This design comes from an exercise in tuning for small area and a short achievable clock period on the open sky130 flow, not from production work.
The RTL was checked by simulation tests, not by an equivalence proof against the original design.

File: flow/config.mk
export PLATFORM = sky130hd
export DESIGN_NAME = simon32_64
export DESIGN_NICKNAME = simon32_64
export VERILOG_FILES = /design/flow/design.v
export SDC_FILE = /design/flow/constraint.sdc
export NUM_CORES = 4
export LEC_CHECK = 0
export CAP_MARGIN = 20
export CORE_MARGIN = 2
export CORE_UTILIZATION = 40
export SETUP_SLACK_MARGIN = 0.95
export SLEW_MARGIN = 20
File: flow/constraint.sdc
create_clock -name core_clock -period 2.5 [get_ports {clk}]
set_input_delay 0.5000 -clock core_clock [delete_from_list [all_inputs] [get_ports {clk}]]
set_output_delay 0.5000 -clock core_clock [all_outputs]
set_load 0.01 [all_outputs]
File: flow/design.v
module shifter #(
  parameter int AMOUNT = 1
) (
  input  logic [15:0] shift_in,
  output logic [15:0] shift_out
);
  assign shift_out = (shift_in << AMOUNT) | (shift_in >> (16 - AMOUNT));
endmodule
module round (
  input  logic [15:0] x_in, w_in, k1,
  output logic [15:0] x_out, y_out
);
  logic [15:0] a1, a2, a8, x1, b1, b2, b8;
  shifter #(1) A1 (x_in, a1);
  shifter #(8) A8 (x_in, a8);
  shifter #(2) A2 (x_in, a2);
  assign x1 = (a1 & a8) ^ (a2 ^ w_in);
  shifter #(1) B1 (x1, b1);
  shifter #(8) B8 (x1, b8);
  shifter #(2) B2 (x1, b2);
  assign x_out = (b1 & b8) ^ (b2 ^ (x_in ^ k1));
  assign y_out = x1;
endmodule
module key_gen (
  input  logic [63:0] key_in,
  input  logic        z0, z1,
  output logic [63:0] key_out
);
  logic [15:0] p, k1, k2, k3, k4, k5, pn, c0, c1, bc0;
  logic [15:0] k2r1, k3r1, k3r3, k3r4, k3r6, k3r8, pr3, pr4, c0r3, c0r4;
  assign p  = key_in[15:0];
  assign k1 = key_in[31:16];
  assign k2 = key_in[47:32];
  assign k3 = key_in[63:48];
  assign c0 = {14'h3fff, 1'b0, z0};
  assign c1 = {14'h3fff, 1'b0, z1};
  shifter #(15) R2a (k2, k2r1);      
  shifter #(15) R3a (k3, k3r1);      
  shifter #(13) R3b (k3, k3r3);      
  shifter #(12) R3c (k3, k3r4);      
  shifter #(10) R3d (k3, k3r6);      
  shifter #(8)  R3e (k3, k3r8);      
  shifter #(13) RPa (p, pr3);        
  shifter #(12) RPb (p, pr4);        
  shifter #(13) RCa (c0, c0r3);      
  shifter #(12) RCb (c0, c0r4);      
  assign bc0 = c0r3 ^ c0r4;
  assign k4 = p ^ (k3r3 ^ k3r4) ^ c0;
  assign k5 = (k1 ^ (k2 ^ k2r1)) ^ ((pr3 ^ pr4) ^ (k3r6 ^ k3r8)) ^ bc0 ^ c1;
  assign pn = k2 ^ k3 ^ k3r1;
  assign key_out = {k5, k4, k3, pn};
endmodule
module simon32_64 (
	input  logic clk, reset,
	input  logic in_valid,
	output logic in_ready,
	input  logic [31:0] plaintext,
	input  logic [63:0] key,
	output logic out_valid,
	output logic [31:0] ciphertext
);
	localparam logic [2:0] A_FIRST = 3'b110;
	localparam logic [2:0] A_LAST  = 3'b101;
	localparam logic [3:0] B_LAST  = 4'b1101;
	logic [15:0] xa, wa, xb, wb;
	logic [63:0] ka, kb;
	logic [2:0]  ca, ca_next;
	logic [3:0]  cb, cb_next;
	logic        va, free_b, busy_b, last_a, last_b;
	logic [15:0] xab, wab, yab, xba, yba;
	logic [15:0] m_x, m_y, m_k0, m_k1, m_k2, m_k3;
	logic [63:0] kab, kab_raw, kba;
	always_comb begin
		case (ca)
			3'b110:  cb_next = 4'b1100;
			3'b100:  cb_next = 4'b1000;
			3'b000:  cb_next = 4'b1001;
			3'b010:  cb_next = 4'b0100;
			3'b011:  cb_next = 4'b1010;
			3'b001:  cb_next = 4'b0101;
			3'b111:  cb_next = 4'b0000;
			default: cb_next = 4'b1101;
		endcase
		case (cb)
			4'b1100: ca_next = 3'b100;
			4'b1000: ca_next = 3'b000;
			4'b1001: ca_next = 3'b010;
			4'b0100: ca_next = 3'b011;
			4'b1010: ca_next = 3'b001;
			4'b0101: ca_next = 3'b111;
			default: ca_next = 3'b101;
		endcase
	end
	assign last_b = (cb == B_LAST);
	assign last_a = (ca == A_LAST);
	assign kab = {kab_raw[63:48], kab_raw[47:32] & {16{!last_a}}, kab_raw[31:0]};
	round   rab (xa, wa, ka[31:16], xab, yab);
	key_gen gab (ka, ca[2], ca[1], kab_raw);
	round   rba (xb, wb, kb[31:16], xba, yba);
	key_gen gba (kb, cb[3], cb[2], kba);
	assign wab = yab ^ ka[47:32];
	assign m_x  = busy_b ? xba        : plaintext[31:16];
	assign m_y  = busy_b ? yba        : plaintext[15:0];
	assign m_k0 = busy_b ? kb[47:32]  : key[15:0];
	assign m_k1 = busy_b ? kb[63:48]  : key[31:16];
	assign m_k2 = busy_b ? kba[47:32] : key[47:32];
	assign m_k3 = busy_b ? kba[63:48] : key[63:48];
	always_ff @(posedge clk) begin
		xb <= xab;
		wb <= wab;
		kb <= kab;
		cb <= cb_next;
		xa <= m_x;
		wa <= m_y ^ m_k0;
		ka <= {m_k3, m_k2, m_k1, m_k0 ^ m_k1 ^ {m_k1[0], m_k1[15:1]}};
		ca <= busy_b ? ca_next : A_FIRST;
	end
	always_ff @(posedge clk) begin
		if (reset) begin
			va        <= 1'b0;
			free_b    <= 1'b1;
			busy_b    <= 1'b0;
			out_valid <= 1'b0;
		end else begin
			va        <= free_b ? in_valid : !last_b;
			free_b    <= !va;
			busy_b    <= va;
			out_valid <= !free_b && last_b;
		end
	end
	assign in_ready   = free_b;
	assign ciphertext = {xa, wa};
endmodule
File: flow/flow/run.sh
#!/bin/bash
# Standard layout (the standard.sh) with two changes:
#  - the port buffers are plain buffers instead of the delay cells that
#    buffer_ports picks by default;
#  - the slow cells listed in flow/dont_use.txt are added to the platform's
#    don't-use list, so that synthesis maps the XOR-heavy logic onto faster
#    two-input gates.
set -euo pipefail
export BUFFER_PORTS_ARGS="-buffer_cell sky130_fd_sc_hd__buf_1"
export CTS_ARGS="-repair_clock_nets -buf_list sky130_fd_sc_hd__clkbuf_8 -root_buf sky130_fd_sc_hd__clkbuf_16"
plat=$(make -s -C "$FLOW_HOME" DESIGN_CONFIG="$PWD/config.mk" WORK_HOME="$PWD/orfs" \
  print-DONT_USE_CELLS 2> print_dont_use.log | sed -n 's/^DONT_USE_CELLS: //p')
extra=$(grep -v '^#' flow/dont_use.txt | tr '\n' ' ')
echo "platform: $plat" > dont_use.log
echo "added: $extra" >> dont_use.log
bash standard.sh "DONT_USE_CELLS=$plat $extra" finish > standard_finish.log 2>&1
File: flow/flow/dont_use.txt
# slow cells kept out of synthesis and repair
sky130_fd_sc_hd__xor3_1
sky130_fd_sc_hd__xor3_2
sky130_fd_sc_hd__xor3_4
sky130_fd_sc_hd__xnor3_1
sky130_fd_sc_hd__xnor3_2
sky130_fd_sc_hd__xnor3_4
sky130_fd_sc_hd__or4_1
sky130_fd_sc_hd__or4_2
sky130_fd_sc_hd__or4_4
sky130_fd_sc_hd__nor4_1
sky130_fd_sc_hd__nor4_2
sky130_fd_sc_hd__nor4_4
sky130_fd_sc_hd__and4_1
sky130_fd_sc_hd__and4_2
sky130_fd_sc_hd__and4_4
sky130_fd_sc_hd__nand4_1
sky130_fd_sc_hd__nand4_2
sky130_fd_sc_hd__nand4_4
sky130_fd_sc_hd__or4b_1
sky130_fd_sc_hd__or4bb_1
sky130_fd_sc_hd__nor4b_1
sky130_fd_sc_hd__nor4bb_1
sky130_fd_sc_hd__or3_1
sky130_fd_sc_hd__or3b_1
sky130_fd_sc_hd__nor3_1
File: flow/standard.sh
#!/bin/bash
# synth_recipe.tcl (not shown) runs the flow's synth.tcl, then flattens the netlist and writes it again
# the make line also repeats each setting of config.mk as NAME=value (left out here)
make -C /OpenROAD-flow-scripts/flow DESIGN_CONFIG=/design/flow/config.mk WORK_HOME=/design/flow/orfs CLKGATE_MAP_FILE= SYNTH_SCRIPT=/design/flow/synth_recipe.tcl "${@:-finish}"
==> flow_summary.json, run 1 <==
{
  "synth_sequential_area_ratio_pct": 39.77,
  "critical_path_data_required_time_ns": 2.79,
  "fin_crit_sh_pct": 61.78,
  "synthDistinctLibCells": 26,
  "htree_levels": 4,
  "timing.fmax_mhz": 647.5,
  "worstSetupPathType": "reg2reg",
  "fp.dieArea_um2": 26840,
  "dp_cells": 1457,
  "syn_area_per_cell_um2": 10.03,
  "utilization_pct": 46.87,
  "setup_total_negative_slack_ns": 0,
  "cts.sink_count": 203,
  "synth_top_cell_by_area": "sky130_fd_sc_hd__dfxtp_1",
  "worst_setup_hold_path_clk_slew_ns": 0.10,
  "number_of_antenna_violating_nets_in_the_routed_design": 0,
  "ios": 133,
  "max_slew.worst_pin.slew_ns": 0.5247,
  "grt_setup_unrepaired": "true",
  "floorplan.core_area_um2": 25110,
  "cts-root-buf": "sky130_fd_sc_hd__clkbuf_16",
  "hold_violations": 0,
  "mapped_cell_area_um2": 10220,
  "crit_path_start_kind": "flip-flop",
  "gp_congestion": 0.8995,
  "multi_input_comb_area_um2": 6157,
  "chipHeight_um": 163.8,
  "first_pass_iters": 5,
  "routed_via_density": 4.689,
  "instances_no_fill": 1496,
  "setup_slack_ns": 0.9556,
  "finalClockSkew_ns": 0.01549,
  "final_antenna_diode_count": 0,
  "detail_route.iter0.violations": 440,
  "outcome": "complete, no violations",
  "yosysWarnings": 1,
  "syn_inst": 1019,
  "chipWidth_um": 163.8,
  "cp_capture_type": "flip-flop",
  "grt_start_max_net_pins": 44,
  "initial_utilization_pct": 40.69,
  "mostFrequentLayoutCells": "376 x sky130_fd_sc_hd__xnor2_1, 179 x sky130_fd_sc_hd__dfxtp_1, 131 x sky130_fd_sc_hd__buf_1",
  "clockBufferDepth": 2,
  "regArea_um2": 4121,
  "max-cap-violations": 0,
  "global_route_wire_length_before_repair_mm": 44.20,
  "rows": 58,
  "routed_wl_mm": 30.80,
  "slew_viol_final": 0,
  "cts-buffers-inserted": 17,
  "most_common_cell_after_layout_fill_and_taps_aside": "sky130_fd_sc_hd__xnor2_1",
  "postSynthNetCount": 1123,
  "cp_data_arrival_time_ns": 1.84,
  "period_needed_ns": 1.544,
  "syn2layout_area_growth_pct": 15.17,
  "ys_top_cells_by_area": "sky130_fd_sc_hd__dfxtp_1 40%, sky130_fd_sc_hd__xnor2_1 33%, sky130_fd_sc_hd__xor2_1 7.5%, sky130_fd_sc_hd__nor2_1 3.5%, sky130_fd_sc_hd__mux2i_1 3.1%",
  "via_count": 7014,
  "wl_per_cell_um": 20.59,
  "hpwl_mm": 25.10,
  "setup_viol": 0,
  "synth-seq-cells": 203,
  "cts_tree": "yes",
  "worstSkewPairLatency_ns": 0.41,
  "buffer_ports.inserted": 132,
  "hp-class": "in2reg",
  "globalRoute.totalOverflow": 0,
  "crit_path_max_fanout": 3,
  "dpl_worst_slack_ns": 0.7907,
  "number_of_antenna_violations_at_the_first_check_in_global_routing": 0,
  "first_global_vias": 7028,
  "final_layout_size_suffix_gt1_share_pct": 10.29,
  "nNetsFinal": 1257,
  "route.detailed.drc": 0,
  "fillers": 2485,
  "grt.total_usage_pct": 23.39,
  "synthDominantCellAreaShare_pct": 39.77,
  "maxSlewHeadroom_pct": 64.02
}
## cell type report
| cell class | count | share of cell area, % |
|---|---|---|
| well taps | 330 | 3.509 |
| flip-flops and latches | 203 | 35.02 |
| repair buffers | 144 | 5.189 |
| clock inverters | 13 | 0.9995 |
| inverters | 20 | 0.6380 |
| clock buffers | 19 | 2.318 |
| multi-input cells | 767 | 52.32 |
## Yosys cell counts
cell and instances:
sky130_fd_sc_hd__a21boi_0 1, sky130_fd_sc_hd__a21oi_1 62, sky130_fd_sc_hd__and2_1 1, sky130_fd_sc_hd__buf_2 16
sky130_fd_sc_hd__buf_4 3, sky130_fd_sc_hd__clkbuf_1 10, sky130_fd_sc_hd__dfxtp_1 203, sky130_fd_sc_hd__ha_1 5
sky130_fd_sc_hd__inv_1 20, sky130_fd_sc_hd__mux2_2 4, sky130_fd_sc_hd__mux2i_1 32, sky130_fd_sc_hd__nand2_1 49
sky130_fd_sc_hd__nand2b_1 3, sky130_fd_sc_hd__nand3_1 1, sky130_fd_sc_hd__nand3b_1 1, sky130_fd_sc_hd__nor2_1 95
sky130_fd_sc_hd__nor2b_1 6, sky130_fd_sc_hd__nor3b_1 1, sky130_fd_sc_hd__o211ai_1 1, sky130_fd_sc_hd__o21ai_0 5
sky130_fd_sc_hd__o221ai_1 1, sky130_fd_sc_hd__o32ai_1 1, sky130_fd_sc_hd__xnor2_1 390, sky130_fd_sc_hd__xnor2_2 18
sky130_fd_sc_hd__xor2_1 87, sky130_fd_sc_hd__xor2_2 3
## kinds of logic (layout without fill, tap and decap cells)
kind of cell,Yosys count,in the layout,share of synthesized area [%]
and+or+nand+nor,157,157,6.099
AOI/OAI and AO/OA,71,71,3.600
muxes,36,36,3.576
buffers and inverters,49,196,2.106
xor gates and xnor gates,498,498,44.23
adders and majority gates,5,5,0.6123
DFF,203,203,39.77
## what timing repair did
action                     4_1_cts  5_1_grt
setup endpoints to repair       53       48
resized for setup               30       36
hold buffers                     0        0
buffers inserted                 1        6
pin swaps                        0        3
## worst max-delay path, cell delays in order (launching register included)
cell and delay, ns:
sky130_fd_sc_hd__dfxtp_1 0.54, sky130_fd_sc_hd__xnor2_1 0.14, sky130_fd_sc_hd__xnor2_1 0.41, sky130_fd_sc_hd__xnor2_1 0.19, sky130_fd_sc_hd__xnor2_1 0.15
## routing by layer
metal	routed length [um]	track usage, %	share of wire [%]	up-vias
met2	14670	39.32	48	213
met1	13760	31.03	45	3338
met4	770	6.579	2.5	0
li1	-	-	-	3424
met5	0	0	0	-
met3	1603	3.788	5.2	39
## state kept, by name, summed over array words and instances (netlist names)
register and cells:
ka 64, xb 16, kb 64, busy_b 1, cb 4, va 1, out_valid 1, xa 16
wa 16, free_b 1, ca 3, wb 16
## final timing paths
check,startpoint,end,slack (ns),depth (start not counted)
min reg2reg,free_b,out_valid,0.46,1
min,key[49],ka[49],0.31,2
max,ka[45],kb[61],0.96,4
max reg2reg,ka[45],kb[61],0.96,4
## per-stage QoR
| step | area, um^2 | hold slack [ns] |
|---|---|---|
| final | 11770 | 0.3106 |
| after CTS | 11520 | 0.2977 |
| after global placement | 11040 | 0.4574 |
| after floorplan | 10220 | 0.3290 |
| after detailed placement | 11040 | 0.4507 |
| after global routing | 11770 | 0.3139 |
==> inputs of run 2 (changes only) <==
--- a/flow/config.mk
+++ b/flow/config.mk
@@ -8,5 +8,5 @@
 export CAP_MARGIN = 20
 export CORE_MARGIN = 2
 export CORE_UTILIZATION = 40
-export SETUP_SLACK_MARGIN = 0.95
+export SETUP_SLACK_MARGIN = 1.0
 export SLEW_MARGIN = 20
==> run 2 against run 1 <==
  * Register-to-register slack improved by 0.06 ns
  * Utilization is 1.1 points higher
  * Worst setup slack better by 0.048 ns
  * Sequential share of layout area is 0.61 points lower
  * Critical path depth fell by 3
  * Hold slack barely moved
  * Count of clock-buffer cells in the layout stayed put
  * Maximum frequency is 3.2% higher
==> flow_summary.json, run 2 <==
{
  "chipHeight_um": 163.8,
  "synth.top_cells.by_count": "390 x sky130_fd_sc_hd__xnor2_1, 203 x sky130_fd_sc_hd__dfxtp_1, 95 x sky130_fd_sc_hd__nor2_1, 87 x sky130_fd_sc_hd__xor2_1, 62 x sky130_fd_sc_hd__a21oi_1",
  "cts.sink_count": 203,
  "grt.total_usage_pct": 23.66,
  "grt_start_max_net_pins": 44,
  "crit_path_max_fanout": 5,
  "timing.fmax_mhz": 668.2,
  "synthDistinctLibCells": 26,
  "worstSetupPathType": "reg2out",
  "rows": 58,
  "worstSkewPairLatency_ns": 0.41,
  "worst_setup_hold_path_clk_slew_ns": 0.10,
  "yosysWarnings": 1,
  "cp_data_arrival_time_ns": 1.00,
  "gp_congestion": 0.8995,
  "cp_slowest_stage_delay_ns": 0.43,
  "outcome": "complete, no violations",
  "dominant_combinational_cell_family_by_area_after_synthesis": "XOR/XNOR gates",
  "floorplan.core_area_um2": 25110,
  "syn2layout_area_growth_pct": 17.88,
  "largestRegisters": "ka (64), kb (64)",
  "period_needed_ns": 1.496,
  "globalRoute.totalOverflow": 0,
  "setup_slack_ns": 1.004,
  "yosysMostFrequentCell": "sky130_fd_sc_hd__xnor2_1",
  "max_slew.worst_pin.slew_ns": 0.5429,
  "crit_path_cell_trace": "buf_1",
  "cts.hold.buffers_added": 0,
  "routed_via_density": 4.702,
  "cpMaxStageDelayCell": "sky130_fd_sc_hd__dfxtp_2",
  "detail_route.iter0.violations": 474,
  "htree_levels": 4,
  "wl_per_cell_um": 20.69,
  "syn_inst": 1019,
  "fin_crit_sh_pct": 59.86,
  "nNetsFinal": 1273,
  "hp-class": "in2reg",
  "most_common_cell_after_layout_fill_and_taps_aside": "sky130_fd_sc_hd__xnor2_1",
  "synth_compound_gate_area_share_pct": 3.600,
  "final_antenna_diode_count": 0,
  "initial_utilization_pct": 40.69,
  "maxSlewHeadroom_pct": 62.77,
  "postSynthNetCount": 1123,
  "cts-root-buf": "sky130_fd_sc_hd__clkbuf_16",
  "synth_enable_flop_cells": 0,
  "via_count": 7110,
  "number_of_antenna_violations_at_the_first_check_in_global_routing": 0,
  "cp_capture_type": "output port",
  "buffer_ports.inserted": 132,
  "dpl_worst_slack_ns": 0.7907,
  "fp.dieArea_um2": 26840,
  "first_pass_iters": 4,
  "finalClockSkew_ns": 0.01598,
  "syn_area_per_cell_um2": 10.03,
  "mostFrequentLayoutCells": "374 x sky130_fd_sc_hd__xnor2_1, 170 x sky130_fd_sc_hd__dfxtp_1, 120 x sky130_fd_sc_hd__buf_1",
  "postSynth.asyncResetShare_pct": 0,
  "crit_path_start_kind": "flip-flop",
  "muxShareOfSynthArea_pct": 3.576,
  "critical_path.top_delay_family": "flip-flops",
  "synthSimpleGateAreaFrac_pct": 6.098,
  "post_synth_xor_area_fraction_pct": 44.23,
  "mapped_cell_area_um2": 10220,
  "final_area_um2": 12040,
  "route.detailed.drc": 0,
  "max-cap-violations": 0,
  "synth_top_cell_by_area": "sky130_fd_sc_hd__dfxtp_1",
  "hpwl_mm": 25.10,
  "grt_setup_unrepaired": "true",
  "global_route_wire_length_before_repair_mm": 44.71,
  "chipWidth_um": 163.8,
  "instances_no_fill": 1512,
  "cts_tree": "yes",
  "post_synth_fa_ha_maj_area_fraction_pct": 0.6123,
  "number_of_antenna_violating_nets_in_the_routed_design": 0,
  "synth-seq-cells": 203,
  "hold_violations": 0,
  "synthDominantCellAreaShare_pct": 39.77,
  "dp_cells": 1457,
  "slew_viol_final": 0,
  "setup_total_negative_slack_ns": 0,
  "ys_top_cells_by_area": "sky130_fd_sc_hd__dfxtp_1 40%, sky130_fd_sc_hd__xnor2_1 33%, sky130_fd_sc_hd__xor2_1 7.5%, sky130_fd_sc_hd__nor2_1 3.5%, sky130_fd_sc_hd__mux2i_1 3.1%",
  "synth_sequential_area_ratio_pct": 39.77,
  "setup_viol": 0,
  "post_placement_cell_area_um2": 11040,
  "first_global_vias": 7082,
  "clockBufferDepth": 2,
  "routed_wl_mm": 31.28,
  "cts-buffers-inserted": 17,
  "final_layout_size_suffix_gt1_share_pct": 14.13,
  "buf_inv_on_cp": 1,
  "ios": 133,
  "critical_path_data_required_time_ns": 2.00,
  "synth_top_flop_cell": "sky130_fd_sc_hd__dfxtp_1"
}
run 2: cell type report:
| class | count | area [um^2] |
|---|---|---|
| multi-input combinational | 767 | 6264 |
| sequential | 203 | 4145 |
| timing repair buffer | 160 | 757.0 |
| clock inverter | 13 | 117.6 |
| inverter | 20 | 75.07 |
| fill | 2445 | 13070 |
| clock buffer | 19 | 272.8 |
| tap | 330 | 412.9 |
run 2: cell families (layout without fill, tap and decap cells):
family	count (synthesis)	in the layout
simple gates	157	157
buf+inv	49	212
compound gates	71	71
xor+xnor	498	498
mux	36	36
flops	203	203
fa+ha+maj	5	5
run 2: through the flow:
stage | hold slack, ns | utilization (%)
after floorplan | 0.3290 | -
after global placement | 0.4574 | 43.97
after detailed placement | 0.4507 | 43.97
after CTS | 0.2976 | 47.01
after global routing | 0.3141 | 47.97
final | 0.3104 | 47.97
run 2: routing by layer:
| layer | vias up | global-route usage, % | share of wire [%] |
|---|---|---|---|
| li1 | 3451 | - | - |
| met1 | 3410 | 31.59 | 45 |
| met2 | 213 | 39.72 | 48 |
| met3 | 36 | 3.687 | 4.7 |
| met4 | 0 | 6.579 | 2.2 |
| met5 | - | 0 | 0 |
run 2: worst reg2reg max path: stages, from the launching register on:
cell and delay (ns):
sky130_fd_sc_hd__dfxtp_1 0.47, sky130_fd_sc_hd__xor2_2 0.31, sky130_fd_sc_hd__xor2_1 0.21, sky130_fd_sc_hd__xnor2_1 0.16
sky130_fd_sc_hd__xnor2_1 0.14, sky130_fd_sc_hd__a21oi_1 0.08
run 2: what timing repair did:
item                       in CTS  in global routing
setup endpoints to repair     100                 39
buffers inserted               17                  6
pin swaps                       3                  5
hold endpoints to repair        0                  0
resized for setup              59                 47
run 2: worst paths after layout:
kind            from              to  slack, ns  depth (start not counted)
min          key[49]          ka[49]       0.31                          2
max            xa[7]  ciphertext[23]       1.00                          1
max reg2reg    xb[5]           xa[9]       1.02                          5
min reg2reg   free_b       out_valid       0.46                          1
==> inputs of run 3 (changes only) <==
--- a/flow/flow/run.sh
+++ b/flow/flow/run.sh
@@ -1,7 +1,10 @@
 #!/bin/bash
-# Standard layout (the standard.sh) with two changes:
+# Standard layout (the standard.sh) with three changes:
 #  - the port buffers are plain buffers instead of the delay cells that
-#    buffer_ports picks by default;
+#    buffer_ports picks by default (repair resizes them where timing needs);
+#  - the clock tree is a root buffer driving one level of leaf buffers, with
+#    no sink clustering, which gives less insertion delay than the default
+#    H-tree with clustered leaves;
 #  - the slow cells listed in flow/dont_use.txt are added to the platform's
 #    don't-use list, so that synthesis maps the XOR-heavy logic onto faster
 #    two-input gates.
--- a/flow/config.mk
+++ b/flow/config.mk
@@ -7,6 +7,6 @@
 export LEC_CHECK = 0
 export CAP_MARGIN = 20
 export CORE_MARGIN = 2
-export CORE_UTILIZATION = 40
-export SETUP_SLACK_MARGIN = 1.0
+export CORE_UTILIZATION = 30
+export SETUP_SLACK_MARGIN = 0.95
 export SLEW_MARGIN = 20
==> run 3 against run 2 <==
  * Non-clock buffer count is 16 lower
  * Via count increased by 0.58%
  * Critical path type is now reg2reg
  * Sequential share of layout area shrank 0.084 points
  * Still clean on timing, DRC and antenna
==> flow_summary.json, run 3 <==
{
  "fillers": 3392,
  "synth.top_cells.by_count": "390 x sky130_fd_sc_hd__xnor2_1, 203 x sky130_fd_sc_hd__dfxtp_1, 95 x sky130_fd_sc_hd__nor2_1, 87 x sky130_fd_sc_hd__xor2_1, 62 x sky130_fd_sc_hd__a21oi_1",
  "detail_route.iter0.violations": 584,
  "synth_top_cell_by_area": "sky130_fd_sc_hd__dfxtp_1",
  "post_placement_cell_area_um2": 11190,
  "mostFrequentLayoutCells": "379 x sky130_fd_sc_hd__xnor2_1, 177 x sky130_fd_sc_hd__dfxtp_1, 128 x sky130_fd_sc_hd__buf_1",
  "critical_path_data_required_time_ns": 2.80,
  "worstSkewPairLatency_ns": 0.42,
  "cp_slowest_stage_delay_ns": 0.46,
  "via_count": 7151,
  "clockBufferDepth": 2,
  "number_of_antenna_violations_at_the_first_check_in_global_routing": 0,
  "globalRoute.totalOverflow": 0,
  "most_common_cell_after_layout_fill_and_taps_aside": "sky130_fd_sc_hd__xnor2_1",
  "routed_wl_mm": 33.40,
  "hp-class": "in2reg",
  "setup_total_negative_slack_ns": 0,
  "wl_per_cell_um": 20.69,
  "finalClockSkew_ns": 0.02472,
  "cts-root-buf": "sky130_fd_sc_hd__clkbuf_16",
  "syn_area_per_cell_um2": 10.03,
  "instances_no_fill": 1614,
  "cp_capture_type": "flip-flop",
  "grt_setup_unrepaired": "true",
  "slew_viol_final": 0,
  "worstSetupPathType": "reg2reg",
  "initial_utilization_pct": 30.47,
  "maxSlewHeadroom_pct": 65.67,
  "chipHeight_um": 188.5,
  "synthDistinctLibCells": 26,
  "synth_enable_flop_cells": 0,
  "max-cap-violations": 0,
  "setup_viol": 0,
  "cts.sink_count": 203,
  "postSynth.asyncResetShare_pct": 0,
  "ys_top_cells_by_area": "sky130_fd_sc_hd__dfxtp_1 40%, sky130_fd_sc_hd__xnor2_1 33%, sky130_fd_sc_hd__xor2_1 7.5%, sky130_fd_sc_hd__nor2_1 3.5%, sky130_fd_sc_hd__mux2i_1 3.1%",
  "synthDominantCellAreaShare_pct": 39.77,
  "yosysWarnings": 1,
  "final_layout_size_suffix_gt1_share_pct": 11.32,
  "timing.critical_path.mode_cell": "sky130_fd_sc_hd__nand2_1",
  "synth_sequential_area_ratio_pct": 39.77,
  "fin_crit_sh_pct": 61.66,
  "critical_path.top_delay_family": "XOR/XNOR gates",
  "postSynthNetCount": 1123,
  "ios": 133,
  "period_needed_ns": 1.542,
  "final_area_um2": 12020,
  "fp.dieArea_um2": 35550,
  "crit_path_start_kind": "flip-flop",
  "yosysMostFrequentCell": "sky130_fd_sc_hd__xnor2_1",
  "syn2layout_area_growth_pct": 17.63,
  "cts-buffers-inserted": 17,
  "cp_data_arrival_time_ns": 1.84,
  "timing.fmax_mhz": 648.7,
  "syn_inst": 1019,
  "floorplan.core_area_um2": 33530,
  "final_antenna_diode_count": 0,
  "crit_path_max_fanout": 4,
  "first_pass_iters": 7,
  "rows": 67,
  "largestRegisters": "ka (64), kb (64)",
  "buffer_ports.inserted": 132,
  "cpMaxStageDelayCell": "sky130_fd_sc_hd__dfxtp_1",
  "nNetsFinal": 1257,
  "hold_violations": 0,
  "first_global_vias": 7455,
  "worst_hold_slack_ns": 0.2898,
  "cts_tree": "yes",
  "mapped_cell_area_um2": 10220,
  "synth_top_flop_cell": "sky130_fd_sc_hd__dfxtp_1",
  "buf_inv_on_cp": 0,
  "htree_levels": 4,
  "global_route_wire_length_before_repair_mm": 47.75,
  "crit_path_cell_trace": "nand2_1 -> xnor2_2 -> nand2_1 -> xnor2_1 -> a21oi_1",
  "chipWidth_um": 188.5,
  "routed_via_density": 4.431,
  "synth-seq-cells": 203,
  "dp_cells": 1576,
  "grt_start_max_net_pins": 35,
  "route.detailed.drc": 0,
  "cts.hold.buffers_added": 0,
  "gp_congestion": 0.9511,
  "grt.total_usage_pct": 18.93,
  "outcome": "complete, no violations",
  "worst_setup_hold_path_clk_slew_ns": 0.12,
  "max_slew.worst_pin.slew_ns": 0.5113,
  "hpwl_mm": 27.07,
  "number_of_antenna_violating_nets_in_the_routed_design": 0
}
==> run 3: metrics by stage <==
| step | setup slack (ns) | utilization (%) |
|---|---|---|
| floorplan | 1.143 | - |
| finish | 0.9584 | 35.84 |
| global placement | 0.6921 | 33.38 |
| CTS | 0.8973 | 35.19 |
| detailed placement | 0.6998 | 33.38 |
| global route | 0.8782 | 35.84 |
==> run 3: timing repair <==
action	in CTS	in global routing
resized for setup	45	34
endpoints found under the hold margin	0	0
setup endpoints to repair	65	32
setup buffers	1	4
cloned	1	0
pin swaps	0	4
==> run 3: worst register-to-register path, stage by stage (launching register included) <==
cell and delay, ns:
sky130_fd_sc_hd__dfxtp_1 0.46, sky130_fd_sc_hd__nand2_1 0.17, sky130_fd_sc_hd__xnor2_2 0.35, sky130_fd_sc_hd__nand2_1 0.12, sky130_fd_sc_hd__xnor2_1 0.24, sky130_fd_sc_hd__a21oi_1 0.09
==> run 3: final cells by class <==
class                           count  area [um^2]  share of cell area [%]
Clock buffer                       17        245.2                   2.040
Clock inverter                     15        177.7                   1.478
Inverter                           20        75.07                  0.6246
Multi-Input combinational cell    767         6195                   51.54
Sequential cell                   203         4126                   34.33
Tap cell                          448        560.5                   4.664
Timing Repair Buffer              144        639.4                   5.320
==> run 3: cell families after synthesis <==
family | share of synthesized area [%]
AOI/OAI and AO/OA | 3.600
buffers and inverters | 2.106
muxes | 3.576
and+or+nand+nor | 6.099
DFF | 39.77
xor gates and xnor gates | 44.23
adders and majority gates | 0.6123
==> run 3: path summary, 6_finish.rpt <==
check	startpoint	endpoint	slack, ns	depth (start not counted)
worst min-delay path	key[33]	ka[33]	0.29	2
worst max-delay path	xb[3]	xa[5]	0.96	5
worst min register to register	va	busy_b	0.47	1
worst max register to register	xb[3]	xa[5]	0.96	5
==> run 3: layer usage <==
metal	GRT usage [%]	vias up	share of wire (%)
met5	0	-	0
li1	-	3430	-
met1	24.07	3432	43
met4	7.302	0	3.2
met3	4.414	52	6.8
met2	31.08	237	47
==> inputs of run 4 (changes only) <==
--- a/flow/config.mk
+++ b/flow/config.mk
@@ -7,6 +7,6 @@
 export LEC_CHECK = 0
 export CAP_MARGIN = 20
 export CORE_MARGIN = 2
-export CORE_UTILIZATION = 30
+export CORE_UTILIZATION = 55
 export SETUP_SLACK_MARGIN = 0.95
 export SLEW_MARGIN = 20
==> run 4 against run 3 <==
  * Still clean on timing, DRC and antenna
  * Critical path depth fell by 4
  * Die area fell by 45%
  * Hold slack better by 0.015 ns
  * Clock skew down 0.012 ns
  * Non-clock buffer count shrank 4
  * Critical endpoint is now ciphertext[30]
  * Largest cell class unchanged
  * Highest routed layer unchanged
==> flow_summary.json, run 4 <==
{
  "outcome": "complete, no violations",
  "final_layout_size_suffix_gt1_share_pct": 10.33,
  "mostFrequentLayoutCells": "375 x sky130_fd_sc_hd__xnor2_1, 181 x sky130_fd_sc_hd__dfxtp_1, 130 x sky130_fd_sc_hd__buf_1",
  "critical_path_data_required_time_ns": 2.00,
  "final_area_um2": 11710,
  "buffer_ports.inserted": 132,
  "buf_inv_on_cp": 1,
  "ios": 133,
  "postSynth.asyncResetShare_pct": 0,
  "ys_top_cells_by_area": "sky130_fd_sc_hd__dfxtp_1 40%, sky130_fd_sc_hd__xnor2_1 33%, sky130_fd_sc_hd__xor2_1 7.5%, sky130_fd_sc_hd__nor2_1 3.5%, sky130_fd_sc_hd__mux2i_1 3.1%",
  "number_of_antenna_violations_at_the_first_check_in_global_routing": 0,
  "max-cap-violations": 0,
  "grt.total_usage_pct": 31.12,
  "rows": 49,
  "cts-root-buf": "sky130_fd_sc_hd__clkbuf_16",
  "synth_enable_flop_cells": 0,
  "globalRoute.totalOverflow": 0,
  "dominant_combinational_cell_family_by_area_after_synthesis": "XOR/XNOR gates",
  "chipHeight_um": 140.3,
  "clockBufferDepth": 2,
  "crit_path_cell_trace": "buf_1",
  "timing.fmax_mhz": 654.9,
  "wl_per_cell_um": 21.56,
  "muxShareOfSynthArea_pct": 3.576,
  "crit_path_max_fanout": 5,
  "instances_no_fill": 1391,
  "yosysMostFrequentCell": "sky130_fd_sc_hd__xnor2_1",
  "min_to": "ka[61]",
  "global_route_wire_length_before_repair_mm": 43.65,
  "fillers": 1574,
  "route.detailed.drc": 0,
  "cp_capture_type": "output port",
  "grt_setup_unrepaired": "true",
  "cts.sink_count": 203,
  "post_placement_cell_area_um2": 10910,
  "crit_path_start_kind": "flip-flop",
  "worst_hold_slack_ns": 0.3044,
  "chipWidth_um": 140.3,
  "number_of_antenna_violating_nets_in_the_routed_design": 0,
  "fin_crit_sh_pct": 61.08,
  "largestRegisters": "ka (64), kb (64)",
  "timing.rr.end": "xa[5]",
  "synthDominantCellAreaShare_pct": 39.77,
  "worstSetupPathType": "reg2out",
  "hold_path.startpoint": "key[61]",
  "cpMaxStageDelayCell": "sky130_fd_sc_hd__dfxtp_4",
  "syn_area_per_cell_um2": 10.03,
  "initial_utilization_pct": 56.49,
  "hold_violations": 0,
  "syn_inst": 1019,
  "mapped_cell_area_um2": 10220,
  "hp-class": "in2reg",
  "routed_wl_mm": 29.99,
  "final_antenna_diode_count": 0,
  "post_synth_fa_ha_maj_area_fraction_pct": 0.6123,
  "grt_start_max_net_pins": 46,
  "synth_top_cell_by_area": "sky130_fd_sc_hd__dfxtp_1",
  "post_synth_xor_area_fraction_pct": 44.23,
  "synth-seq-cells": 203,
  "hpwl_mm": 24.01,
  "min_delay_path_depth": 2,
  "worst_setup_hold_path_clk_slew_ns": 0.11,
  "setup_total_negative_slack_ns": 0,
  "critical_path.top_delay_family": "flip-flops",
  "fp.dieArea_um2": 19680,
  "maxSlewHeadroom_pct": 64.44,
  "first_pass_iters": 5,
  "synth_compound_gate_area_share_pct": 3.600,
  "synth_top_flop_cell": "sky130_fd_sc_hd__dfxtp_1",
  "finalClockSkew_ns": 0.01283,
  "dpl_worst_slack_ns": 0.8618,
  "cts-buffers-inserted": 17,
  "worst-r2r-cell-count": 5,
  "syn2layout_area_growth_pct": 14.56,
  "worstSkewPairLatency_ns": 0.41,
  "synthSimpleGateAreaFrac_pct": 6.098,
  "synth.top_cells.by_count": "390 x sky130_fd_sc_hd__xnor2_1, 203 x sky130_fd_sc_hd__dfxtp_1, 95 x sky130_fd_sc_hd__nor2_1, 87 x sky130_fd_sc_hd__xor2_1, 62 x sky130_fd_sc_hd__a21oi_1",
  "r2r_setup_slack_ns": 0.98,
  "gp_congestion": 0.9882,
  "detail_route.iter0.violations": 517,
  "postSynthNetCount": 1123,
  "yosysWarnings": 1,
  "dp_cells": 1355,
  "cp_slowest_stage_delay_ns": 0.45,
  "cp_data_arrival_time_ns": 1.03,
  "via_count": 6989,
  "synthDistinctLibCells": 26,
  "floorplan.core_area_um2": 18090,
  "first_global_vias": 6933,
  "period_needed_ns": 1.527,
  "htree_levels": 4,
  "slew_viol_final": 0,
  "max_slew.worst_pin.slew_ns": 0.5186,
  "critical_path.reg2reg.startpoint": "xb[1]",
  "cts_tree": "yes",
  "synth_sequential_area_ratio_pct": 39.77,
  "routed_via_density": 5.024,
  "nNetsFinal": 1253,
  "setup_viol": 0,
  "most_common_cell_after_layout_fill_and_taps_aside": "sky130_fd_sc_hd__xnor2_1",
  "setup_slack_ns": 0.9729
}
## run 4: logic make-up after synthesis
| kind of cell | Yosys count |
|---|---|
| buffers and inverters | 49 |
| adder cells (fa/ha/maj) | 5 |
| AO/OA/AOI/OAI | 71 |
| multiplexers | 36 |
| XOR/XNOR | 498 |
| AND/OR/NAND/NOR | 157 |
| flip-flops | 203 |
## run 4: final cells by class
class,count,area [um^2],area share (%)
multi-input cells,767,6197,52.94
flip-flops and latches,203,4126,35.25
repair buffers,140,606.8,5.184
well taps,229,286.5,2.448
clock buffers,17,245.2,2.095
clock inverters,15,167.7,1.432
inverters,20,75.07,0.6414
## run 4: worst max path at each step
stage                     startpoint        endpoint  slack, ns  cells after the start
after global placement         xa[0]           xb[4]       0.86                      4
after detailed placement      busy_b          ka[12]       0.86                      4
after CTS                     xa[15]  ciphertext[31]       0.91                      1
final                         xa[14]  ciphertext[30]       0.97                      1
after global routing          busy_b          ka[12]       0.92                      4
after floorplan                ca[1]          kb[37]       1.14                      6
## run 4: timing repair
item | 4_1_cts | 5_1_grt
resized for setup | 29 | 43
setup buffers | 1 | 2
setup endpoints to repair | 43 | 35
cloned | 1 | 0
hold buffers | 0 | 0
pin swaps | 2 | 3
## run 4: metrics by stage
stage               utilization, %
floorplan                        -
global placement             60.30
detailed placement           60.30
CTS                          63.28
global route                 64.72
finish                       64.72
## run 4: metal layers
layer	up-vias	GRT usage [%]	wire length [um]
met5	-	0	0
met4	0	9.995	753
met3	34	4.239	1323
met2	217	52.27	14360
met1	3321	41.66	13550
li1	3417	-	-
==> inputs of run 5 (changes only) <==
--- a/flow/config.mk
+++ b/flow/config.mk
@@ -7,6 +7,7 @@
 export LEC_CHECK = 0
 export CAP_MARGIN = 20
 export CORE_MARGIN = 2
-export CORE_UTILIZATION = 55
+export CORE_UTILIZATION = 40
+export GPL_TIMING_DRIVEN = 0
 export SETUP_SLACK_MARGIN = 0.95
 export SLEW_MARGIN = 20
==> run 5 against run 4 <==
  * Still clean on timing, DRC and antenna
  * Synthesized area is the same
  * Synthesized cell count stayed put
  * Maximum frequency up 0.67%
  * Largest cell class unchanged
==> flow_summary.json, run 5 <==
{
  "chipWidth_um": 163.8,
  "slew_viol_final": 0,
  "mostFrequentLayoutCells": "374 x sky130_fd_sc_hd__xnor2_1, 175 x sky130_fd_sc_hd__dfxtp_1, 131 x sky130_fd_sc_hd__buf_1",
  "max-cap-violations": 0,
  "muxShareOfSynthArea_pct": 3.576,
  "setup_viol": 0,
  "postSynth.asyncResetShare_pct": 0,
  "synth-seq-cells": 203,
  "fin_crit_sh_pct": 60.67,
  "crit_path_start_kind": "flip-flop",
  "route.detailed.drc": 0,
  "global_route.peak_usage_layer": "met2",
  "ys_top_cells_by_area": "sky130_fd_sc_hd__dfxtp_1 40%, sky130_fd_sc_hd__xnor2_1 33%, sky130_fd_sc_hd__xor2_1 7.5%, sky130_fd_sc_hd__nor2_1 3.5%, sky130_fd_sc_hd__mux2i_1 3.1%",
  "routed_via_density": 4.727,
  "synthSimpleGateAreaFrac_pct": 6.098,
  "grt_start_max_net_pins": 19,
  "synth_compound_gate_area_share_pct": 3.600,
  "grt.met3_usage_pct": 3.106,
  "nNetsFinal": 1275,
  "cts-buffers-inserted": 17,
  "number_of_antenna_violations_at_the_first_check_in_global_routing": 0,
  "postSynthNetCount": 1123,
  "worstSetupPathType": "reg2reg",
  "fillers": 2425,
  "finalClockSkew_ns": 0.02124,
  "worstSkewPairLatency_ns": 0.42,
  "yosysWarnings": 1,
  "cts.sink_count": 203,
  "multi_input_comb_area_um2": 6312,
  "post_synth_xor_area_fraction_pct": 44.23,
  "buffer_ports.inserted": 132,
  "globalRouteMet2Util_pct": 42.49,
  "floorplan.core_area_um2": 25110,
  "via_count": 7157,
  "synth.top_cells.by_count": "390 x sky130_fd_sc_hd__xnor2_1, 203 x sky130_fd_sc_hd__dfxtp_1, 95 x sky130_fd_sc_hd__nor2_1, 87 x sky130_fd_sc_hd__xor2_1, 62 x sky130_fd_sc_hd__a21oi_1",
  "number_of_antenna_violating_nets_in_the_routed_design": 0,
  "cp_capture_type": "flip-flop",
  "cts-root-buf": "sky130_fd_sc_hd__clkbuf_16",
  "detail_route.iter0.violations": 546,
  "syn_area_per_cell_um2": 10.03,
  "rows": 58,
  "clockBufferDepth": 2,
  "gp_congestion": 0.9321,
  "chipHeight_um": 163.8,
  "dominant_combinational_cell_family_by_area_after_synthesis": "XOR/XNOR gates",
  "cp_data_arrival_time_ns": 1.79,
  "first_pass_iters": 5,
  "hold_violations": 0,
  "routed_wl_mm": 32.59,
  "final_antenna_diode_count": 0,
  "ios": 133,
  "synth_sequential_area_ratio_pct": 39.77,
  "yosysMostFrequentCell": "sky130_fd_sc_hd__xnor2_1",
  "maxSlewHeadroom_pct": 62.57,
  "syn2layout_area_growth_pct": 17.76,
  "utilization_pct": 47.92,
  "final_layout_size_suffix_gt1_share_pct": 12.42,
  "setup_total_negative_slack_ns": 0,
  "first_global_vias": 7133,
  "regArea_um2": 4131,
  "synthDominantCellAreaShare_pct": 39.77,
  "critical_path_data_required_time_ns": 2.78,
  "period_needed_ns": 1.517,
  "post_synth_fa_ha_maj_area_fraction_pct": 0.6123,
  "largestRegisters": "ka (64), kb (64)",
  "crit_path_max_fanout": 4,
  "crit_path_cell_trace": "xor2_2 -> xnor2_4 -> xnor2_1 -> o211ai_1 -> o221ai_1",
  "globalRoute.totalOverflow": 0,
  "max_slew.worst_pin.slew_ns": 0.5574,
  "timing.fmax_mhz": 659.3,
  "most_common_cell_after_layout_fill_and_taps_aside": "sky130_fd_sc_hd__xnor2_1",
  "initial_utilization_pct": 40.69,
  "synth_top_flop_cell": "sky130_fd_sc_hd__dfxtp_1",
  "cpMaxStageDelayCell": "sky130_fd_sc_hd__dfxtp_1",
  "hpwl_mm": 26.42,
  "grt_setup_unrepaired": "true",
  "synth_enable_flop_cells": 0,
  "worst_setup_hold_path_clk_slew_ns": 0.11,
  "critical_path.top_delay_family": "XOR/XNOR gates",
  "grt_util_met1_pct": 33.08,
  "mapped_cell_area_um2": 10220,
  "cts_tree": "yes",
  "cp_slowest_stage_delay_ns": 0.48,
  "fp.dieArea_um2": 26840,
  "grt.total_usage_pct": 24.78,
  "buf_inv_on_cp": 0,
  "htree_levels": 4,
  "global_route_wire_length_before_repair_mm": 46.35,
  "hp-class": "in2reg",
  "outcome": "complete, no violations",
  "synthDistinctLibCells": 26,
  "wl_per_cell_um": 21.53,
  "synth_top_cell_by_area": "sky130_fd_sc_hd__dfxtp_1",
  "syn_inst": 1019
}
[run 5: layout make-up]
type                            count  share of cell area [%]
Buffer                             29                   1.757
Timing Repair Buffer              133                   4.191
Clock inverter                     15                   1.154
Clock buffer                       17                   2.038
Inverter                           20                  0.6240
Multi-Input combinational cell    767                   52.46
Tap cell                          330                   3.432
Sequential cell                   203                   34.34
[run 5: metal layers]
| layer | up-vias | part of all wire (%) | wire length [um] |
|---|---|---|---|
| met5 | - | 0 | 0 |
| met4 | 0 | 1.7 | 560 |
| li1 | 3473 | - | - |
| met3 | 32 | 4.6 | 1515 |
| met1 | 3438 | 44 | 14420 |
| met2 | 214 | 49 | 16100 |
[run 5: cell families after synthesis]
| family | Yosys count |
|---|---|
| xor gates and xnor gates | 498 |
| DFF | 203 |
| and+or+nand+nor | 157 |
| AOI/OAI and AO/OA | 71 |
| buffers and inverters | 49 |
| muxes | 36 |
| adders and majority gates | 5 |
[run 5: path summary, 6_finish.rpt]
kind / startpoint / endpoint / slack (ns) / cells past startpoint
hold / removal: key[49] / ka[49] / 0.30 / 2
setup reg to reg: xb[13] / xa[1] / 0.98 / 5
setup / recovery: xb[13] / xa[1] / 0.98 / 5
hold reg to reg: ka[54] / kb[22] / 0.35 / 0
[run 5: repair_timing]
| item | CTS | global route |
|---|---|---|
| setup endpoints to repair | 101 | 69 |
| gates resized for setup | 66 | 52 |
| setup buffers | 0 | 1 |
| pin swaps | 1 | 6 |
| hold buffers | 0 | 0 |
[run 5: metrics by stage]
step / hold slack [ns] / area [um^2] / instances / worst slack (ns)
6_report: 0.3039 / 12030 / 1514 / 0.9832
5_1_grt: 0.3081 / 12030 / 1514 / 0.9203
4_1_cts: 0.2968 / 11750 / 1513 / 0.8801
3_5_place_dp: 0.3359 / 11130 / 1481 / 0.4739
3_3_place_gp: 0.3335 / 11130 / 1481 / 0.4576
2_1_floorplan: 0.3290 / 10220 / 1019 / 1.143
==> inputs of run 6 (changes only) <==
--- a/flow/config.mk
+++ b/flow/config.mk
@@ -8,6 +8,6 @@
 export CAP_MARGIN = 20
 export CORE_MARGIN = 2
 export CORE_UTILIZATION = 40
-export GPL_TIMING_DRIVEN = 0
+export GPL_ROUTABILITY_DRIVEN = 0
 export SETUP_SLACK_MARGIN = 0.95
 export SLEW_MARGIN = 20
==> run 6 against run 5 <==
  * Via count shrank 2.0%
  * Final cell count fell by 1.2%
  * First-iteration DRC count is 19% lower
  * Design area decreased by 2.2%
  * Utilization shrank 1.1 points
  * Worst setup slack got worse by 0.028 ns
  * Still clean
  * Register-to-register slack lost 0.03 ns
  * Clock skew decreased by 0.0058 ns
==> flow_summary.json, run 6 <==
{
  "floorplan.core_area_um2": 25110,
  "synth_top_cell_by_area": "sky130_fd_sc_hd__dfxtp_1",
  "postSynthNetCount": 1123,
  "via_count": 7014,
  "routed_wl_mm": 30.80,
  "dp_cells": 1457,
  "globalRoute.totalOverflow": 0,
  "ios": 133,
  "period_needed_ns": 1.544,
  "cp_capture_type": "flip-flop",
  "grt_start_max_net_pins": 44,
  "finalClockSkew_ns": 0.01549,
  "synth_top_flop_cell": "sky130_fd_sc_hd__dfxtp_1",
  "final_area_um2": 11770,
  "fin_crit_sh_pct": 61.78,
  "first_pass_iters": 5,
  "initial_utilization_pct": 40.69,
  "cp_slowest_stage_delay_ns": 0.54,
  "setup_viol": 0,
  "routed_via_density": 4.689,
  "instances_no_fill": 1496,
  "cp_data_arrival_time_ns": 1.84,
  "grt.total_usage_pct": 23.39,
  "buffer_ports.inserted": 132,
  "cts-buffers-inserted": 17,
  "yosysWarnings": 1,
  "number_of_antenna_violating_nets_in_the_routed_design": 0,
  "postSynth.asyncResetShare_pct": 0,
  "slew_viol_final": 0,
  "cpMaxStageDelayCell": "sky130_fd_sc_hd__dfxtp_1",
  "first_global_vias": 7028,
  "mostFrequentLayoutCells": "376 x sky130_fd_sc_hd__xnor2_1, 179 x sky130_fd_sc_hd__dfxtp_1, 131 x sky130_fd_sc_hd__buf_1",
  "cts.sink_count": 203,
  "outcome": "complete, no violations",
  "final_layout_size_suffix_gt1_share_pct": 10.29,
  "synth_enable_flop_cells": 0,
  "global_route_wire_length_before_repair_mm": 44.20,
  "syn_inst": 1019,
  "chipHeight_um": 163.8,
  "max_slew.worst_pin.slew_ns": 0.5247,
  "wl_per_cell_um": 20.59,
  "maxSlewHeadroom_pct": 64.02,
  "synthDominantCellAreaShare_pct": 39.77,
  "syn2layout_area_growth_pct": 15.17,
  "hp-class": "in2reg",
  "cts-root-buf": "sky130_fd_sc_hd__clkbuf_16",
  "route.detailed.drc": 0,
  "worstSkewPairLatency_ns": 0.41,
  "post_placement_cell_area_um2": 11040,
  "nNetsFinal": 1257,
  "critical_path_data_required_time_ns": 2.79,
  "regArea_um2": 4121,
  "worstSetupPathType": "reg2reg",
  "rows": 58,
  "grt_setup_unrepaired": "true",
  "mapped_cell_area_um2": 10220,
  "crit_path_max_fanout": 3,
  "ys_top_cells_by_area": "sky130_fd_sc_hd__dfxtp_1 40%, sky130_fd_sc_hd__xnor2_1 33%, sky130_fd_sc_hd__xor2_1 7.5%, sky130_fd_sc_hd__nor2_1 3.5%, sky130_fd_sc_hd__mux2i_1 3.1%",
  "fp.dieArea_um2": 26840,
  "htree_levels": 4,
  "number_of_antenna_violations_at_the_first_check_in_global_routing": 0,
  "timing.fmax_mhz": 647.5,
  "multi_input_comb_area_um2": 6157,
  "chipWidth_um": 163.8,
  "max-cap-violations": 0,
  "detail_route.iter0.violations": 440,
  "most_common_cell_after_layout_fill_and_taps_aside": "sky130_fd_sc_hd__xnor2_1",
  "setup_slack_ns": 0.9556,
  "synth.top_cells.by_count": "390 x sky130_fd_sc_hd__xnor2_1, 203 x sky130_fd_sc_hd__dfxtp_1, 95 x sky130_fd_sc_hd__nor2_1, 87 x sky130_fd_sc_hd__xor2_1, 62 x sky130_fd_sc_hd__a21oi_1",
  "worst_setup_hold_path_clk_slew_ns": 0.10,
  "fillers": 2485,
  "hold_violations": 0,
  "largestRegisters": "ka (64), kb (64)",
  "cts_tree": "yes",
  "yosysMostFrequentCell": "sky130_fd_sc_hd__xnor2_1",
  "synth_sequential_area_ratio_pct": 39.77,
  "hpwl_mm": 25.10,
  "final_antenna_diode_count": 0,
  "synthDistinctLibCells": 26,
  "dpl_worst_slack_ns": 0.7907,
  "crit_path_start_kind": "flip-flop",
  "syn_area_per_cell_um2": 10.03,
  "timing.critical_path.mode_cell": "sky130_fd_sc_hd__xnor2_1",
  "synth-seq-cells": 203,
  "crit_path_cell_trace": "xnor2_1 -> xnor2_1 -> xnor2_1 -> xnor2_1",
  "setup_total_negative_slack_ns": 0,
  "clockBufferDepth": 2
}
run 6: cell types whose count changed in the layout (fill, tap and decap cells not counted), sizes merged:
cell      change
clkbuf       -12
buf           -4
clkinvlp      -3
inv           -1
clkinv        +2
run 6: logic make-up (layout without fill, tap and decap cells):
logic type      after synthesis  after routing  share of synthesized area [%]
flops                       203            203                          39.77
simple gates                157            157                          6.099
mux                          36             36                          3.576
buf+inv                      49            196                          2.106
xor+xnor                    498            498                          44.23
fa+ha+maj                     5              5                         0.6123
compound gates               71             71                          3.600
run 6: worst paths after layout:
| check | start | endpoint | slack (ns) | depth (start not counted) |
|---|---|---|---|---|
| max reg2reg | ka[45] | kb[61] | 0.96 | 4 |
| min | key[49] | ka[49] | 0.31 | 2 |
| max | ka[45] | kb[61] | 0.96 | 4 |
| min reg2reg | free_b | out_valid | 0.46 | 1 |
run 6: repair_timing:
action / in CTS / in global routing
setup buffers: 1 / 6
hold buffers: 0 / 0
gates resized for setup: 30 / 36
endpoints found under the setup margin: 53 / 48
pin swaps: 0 / 3
run 6: area by class of cell:
cell class / instances / area share (%)
inverters: 20 / 0.6380
multi-input cells: 767 / 52.32
clock buffers: 19 / 2.318
repair buffers: 144 / 5.189
well taps: 330 / 3.509
clock inverters: 13 / 0.9995
flip-flops and latches: 203 / 35.02
run 6: layer usage:
layer / wire length (um) / share of wire [%] / GRT usage (%) / vias up
met4: 770 / 2.5 / 6.579 / 0
met5: 0 / 0 / 0 / -
met1: 13760 / 45 / 31.03 / 3338
li1: - / - / - / 3424
met3: 1603 / 5.2 / 3.788 / 39
met2: 14670 / 48 / 39.32 / 213
run 6: worst max-delay path, delay by kind of cell (launching register included):
family                    cells  cell delay, ns
xor gates and xnor gates      4            0.89
DFF                           1            0.54
run 6: per-stage QoR:
stage                     utilization, %  hold WS (ns)
after floorplan                        -        0.3290
after global placement             43.97        0.4574
after detailed placement           43.97        0.4507
after CTS                          45.90        0.2977
after global routing               46.87        0.3139
final                              46.87        0.3106
==> inputs of run 7 (changes only) <==
--- a/flow/config.mk
+++ b/flow/config.mk
@@ -8,6 +8,6 @@
 export CAP_MARGIN = 20
 export CORE_MARGIN = 2
 export CORE_UTILIZATION = 40
-export GPL_ROUTABILITY_DRIVEN = 0
+export PLACE_DENSITY = 0.7
 export SETUP_SLACK_MARGIN = 0.95
 export SLEW_MARGIN = 20
==> run 7 against run 6 <==
  * Count of clock-buffer cells in the layout shrank 2
  * First-iteration DRC count up 22%
  * Final cell count grew 0.33%
  * Worst setup slack better by 0.0068 ns
  * Still clean on timing, DRC and antenna
  * Critical endpoint is now wa[15]
==> flow_summary.json, run 7 <==
{
  "outcome": "complete, no violations",
  "global_route_wire_length_before_repair_mm": 44.48,
  "initial_utilization_pct": 40.69,
  "detail_route.iter0.violations": 538,
  "cts.sink_count": 203,
  "synthDistinctLibCells": 26,
  "crit_path_start_kind": "flip-flop",
  "setup_slack_ns": 0.9624,
  "dpl_worst_slack_ns": 0.7433,
  "cts-buffers-inserted": 17,
  "postSynthNetCount": 1123,
  "synth.top_cells.by_count": "390 x sky130_fd_sc_hd__xnor2_1, 203 x sky130_fd_sc_hd__dfxtp_1, 95 x sky130_fd_sc_hd__nor2_1, 87 x sky130_fd_sc_hd__xor2_1, 62 x sky130_fd_sc_hd__a21oi_1",
  "chipHeight_um": 163.8,
  "cpMaxStageDelayCell": "sky130_fd_sc_hd__dfxtp_2",
  "route.detailed.drc": 0,
  "first_global_vias": 7217,
  "timing.fmax_mhz": 650.4,
  "max_slew.worst_pin.slew_ns": 0.6045,
  "cp_capture_type": "flip-flop",
  "critical_path_data_required_time_ns": 2.80,
  "number_of_antenna_violating_nets_in_the_routed_design": 0,
  "utilization_pct": 47.22,
  "setup_total_negative_slack_ns": 0,
  "routed_wl_mm": 31.00,
  "wl_met3_mm": 1.888,
  "timing.critical_path.from": "xb[14]",
  "rows": 58,
  "buffer_ports.inserted": 132,
  "chipWidth_um": 163.8,
  "worstSkewPairLatency_ns": 0.41,
  "synth_sequential_area_ratio_pct": 39.77,
  "grt_start_max_net_pins": 34,
  "yosysMostFrequentCell": "sky130_fd_sc_hd__xnor2_1",
  "instances_no_fill": 1501,
  "fillers": 2458,
  "clockBufferDepth": 2,
  "critical_path.reg2reg.startpoint": "xb[14]",
  "crit_path_cell_trace": "nand2_1 -> xnor2_4 -> buf_4 -> xnor2_1 -> a21oi_1",
  "slew_viol_final": 0,
  "hpwl_mm": 24.86,
  "mostFrequentLayoutCells": "377 x sky130_fd_sc_hd__xnor2_1, 179 x sky130_fd_sc_hd__dfxtp_1, 130 x sky130_fd_sc_hd__buf_1",
  "cts.hold.buffers_added": 0,
  "gp_congestion": 0.9388,
  "final_antenna_diode_count": 0,
  "yosysWarnings": 1,
  "dp_cells": 1460,
  "ys_top_cells_by_area": "sky130_fd_sc_hd__dfxtp_1 40%, sky130_fd_sc_hd__xnor2_1 33%, sky130_fd_sc_hd__xor2_1 7.5%, sky130_fd_sc_hd__nor2_1 3.5%, sky130_fd_sc_hd__mux2i_1 3.1%",
  "grt_setup_unrepaired": "true",
  "syn_inst": 1019,
  "fp.dieArea_um2": 26840,
  "cp_data_arrival_time_ns": 1.83,
  "met2_length_mm": 14.66,
  "cts-root-buf": "sky130_fd_sc_hd__clkbuf_16",
  "ios": 133,
  "htree_levels": 4,
  "cts_tree": "yes",
  "syn2layout_area_growth_pct": 16.05,
  "finalClockSkew_ns": 0.01536,
  "worst_setup_hold_path_clk_slew_ns": 0.11,
  "setup_viol": 0,
  "synth-seq-cells": 203,
  "maxSlewHeadroom_pct": 59.41,
  "postSynth.asyncResetShare_pct": 0,
  "final_layout_size_suffix_gt1_share_pct": 10.93,
  "synth_enable_flop_cells": 0,
  "crit_path_max_fanout": 4,
  "number_of_antenna_violations_at_the_first_check_in_global_routing": 0,
  "wirelength_met1_mm": 13.46,
  "hold_violations": 0,
  "worstSetupPathType": "reg2reg",
  "hold_path.startpoint": "key[62]",
  "period_needed_ns": 1.538,
  "max-cap-violations": 0,
  "maxUsedRoutingLayer": "met4",
  "via_count": 7198,
  "syn_area_per_cell_um2": 10.03,
  "routed_via_density": 4.795,
  "grt.total_usage_pct": 23.24,
  "hp-class": "in2reg",
  "floorplan.core_area_um2": 25110,
  "mapped_cell_area_um2": 10220,
  "synthDominantCellAreaShare_pct": 39.77,
  "fin_crit_sh_pct": 61.50,
  "synth_top_flop_cell": "sky130_fd_sc_hd__dfxtp_1",
  "largestRegisters": "ka (64), kb (64)",
  "synth_top_cell_by_area": "sky130_fd_sc_hd__dfxtp_1",
  "globalRoute.totalOverflow": 0,
  "first_pass_iters": 5,
  "cp_slowest_stage_delay_ns": 0.44,
  "wl_per_cell_um": 20.65,
  "nNetsFinal": 1262,
  "most_common_cell_after_layout_fill_and_taps_aside": "sky130_fd_sc_hd__xnor2_1"
}
## run 7: worst paths after layout
| kind | endpoint | slack, ns | cells past startpoint |
|---|---|---|---|
| max reg2reg | wa[15] | 0.96 | 5 |
| max | wa[15] | 0.96 | 5 |
| min | ka[62] | 0.30 | 2 |
| min reg2reg | kb[19] | 0.47 | 0 |
## run 7: cell type report
type | instances | area, um^2 | share of cell area (%)
multi-input cells | 767 | 6201 | 52.30
flip-flops and latches | 203 | 4116 | 34.72
repair buffers | 149 | 641.9 | 5.413
well taps | 330 | 412.9 | 3.482
clock buffers | 17 | 245.2 | 2.068
clock inverters | 15 | 165.2 | 1.393
inverters | 20 | 75.07 | 0.6331
## run 7: per-layer routing
layer | vias to the layer above | track usage, %
li1 | 3432 | -
met1 | 3464 | 30.38
met2 | 245 | 38.58
met3 | 57 | 4.293
met4 | 0 | 7.974
met5 | - | 0
## run 7: metrics by stage
step                      area [um^2]  hold slack [ns]
after global placement          11060           0.4547
after CTS                       11570           0.2955
after detailed placement        11060           0.4611
final                           11860           0.3009
after global routing            11860           0.2899
after floorplan                 10220           0.3290
## run 7: cells by family (layout without fill, tap and decap cells)
logic type	count (synthesis)	after routing	share of synthesized area, %
xor+xnor	498	498	44.23
mux	36	36	3.576
fa+ha+maj	5	5	0.6123
buf+inv	49	201	2.106
simple gates	157	157	6.099
flops	203	203	39.77
compound gates	71	71	3.600
## run 7: critical path: cells and delay by family (launching register included)
family,cells,cell delay [ns]
XOR/XNOR,2,0.36
flip-flops,1,0.44
AND/OR/NAND/NOR,1,0.17
buffers and inverters,1,0.18
AO/OA/AOI/OAI,1,0.27
## run 7: what timing repair did
item,in CTS,in global routing
setup buffers,1,8
pin swaps,1,4
resized for setup,27,40
setup endpoints to repair,67,29

==> re-timing with driven ports <==
No port has a modelled driver above. Below, the same layouts with a new extraction and two added sets of constraints. Step 1, drivers: a clkbuf_16 drives clk and a buf_2 each remaining input, both assumed. Step 2 moves the port delays by t, midway between the first and last clock arrival at a register: inputs arrive t later, outputs are due t later. That takes back most of the time a late clock gives input paths. a / b / c = ideal / step 1 / step 2; a / b = the first two.
| run | t (ns) | setup WS [ns] | cell pins on the clock port's net |
|---|---|---|---|
| run 1 | 0.447 | 0.956 / 0.943 / 0.956 | 1 |
| run 2 | 0.446 | 1.004 / 0.956 / 1.021 | 1 |
| run 3 | 0.463 | 0.958 / 0.927 / 0.958 | 1 |
| run 4 | 0.450 | 0.973 / 0.924 / 0.977 | 1 |
| run 5 | 0.453 | 0.983 / 0.944 / 0.983 | 1 |
| run 6 | 0.447 | 0.956 / 0.943 / 0.956 | 1 |
| run 7 | 0.450 | 0.962 / 0.938 / 0.962 | 1 |
After both steps every run listed still meets setup and hold.
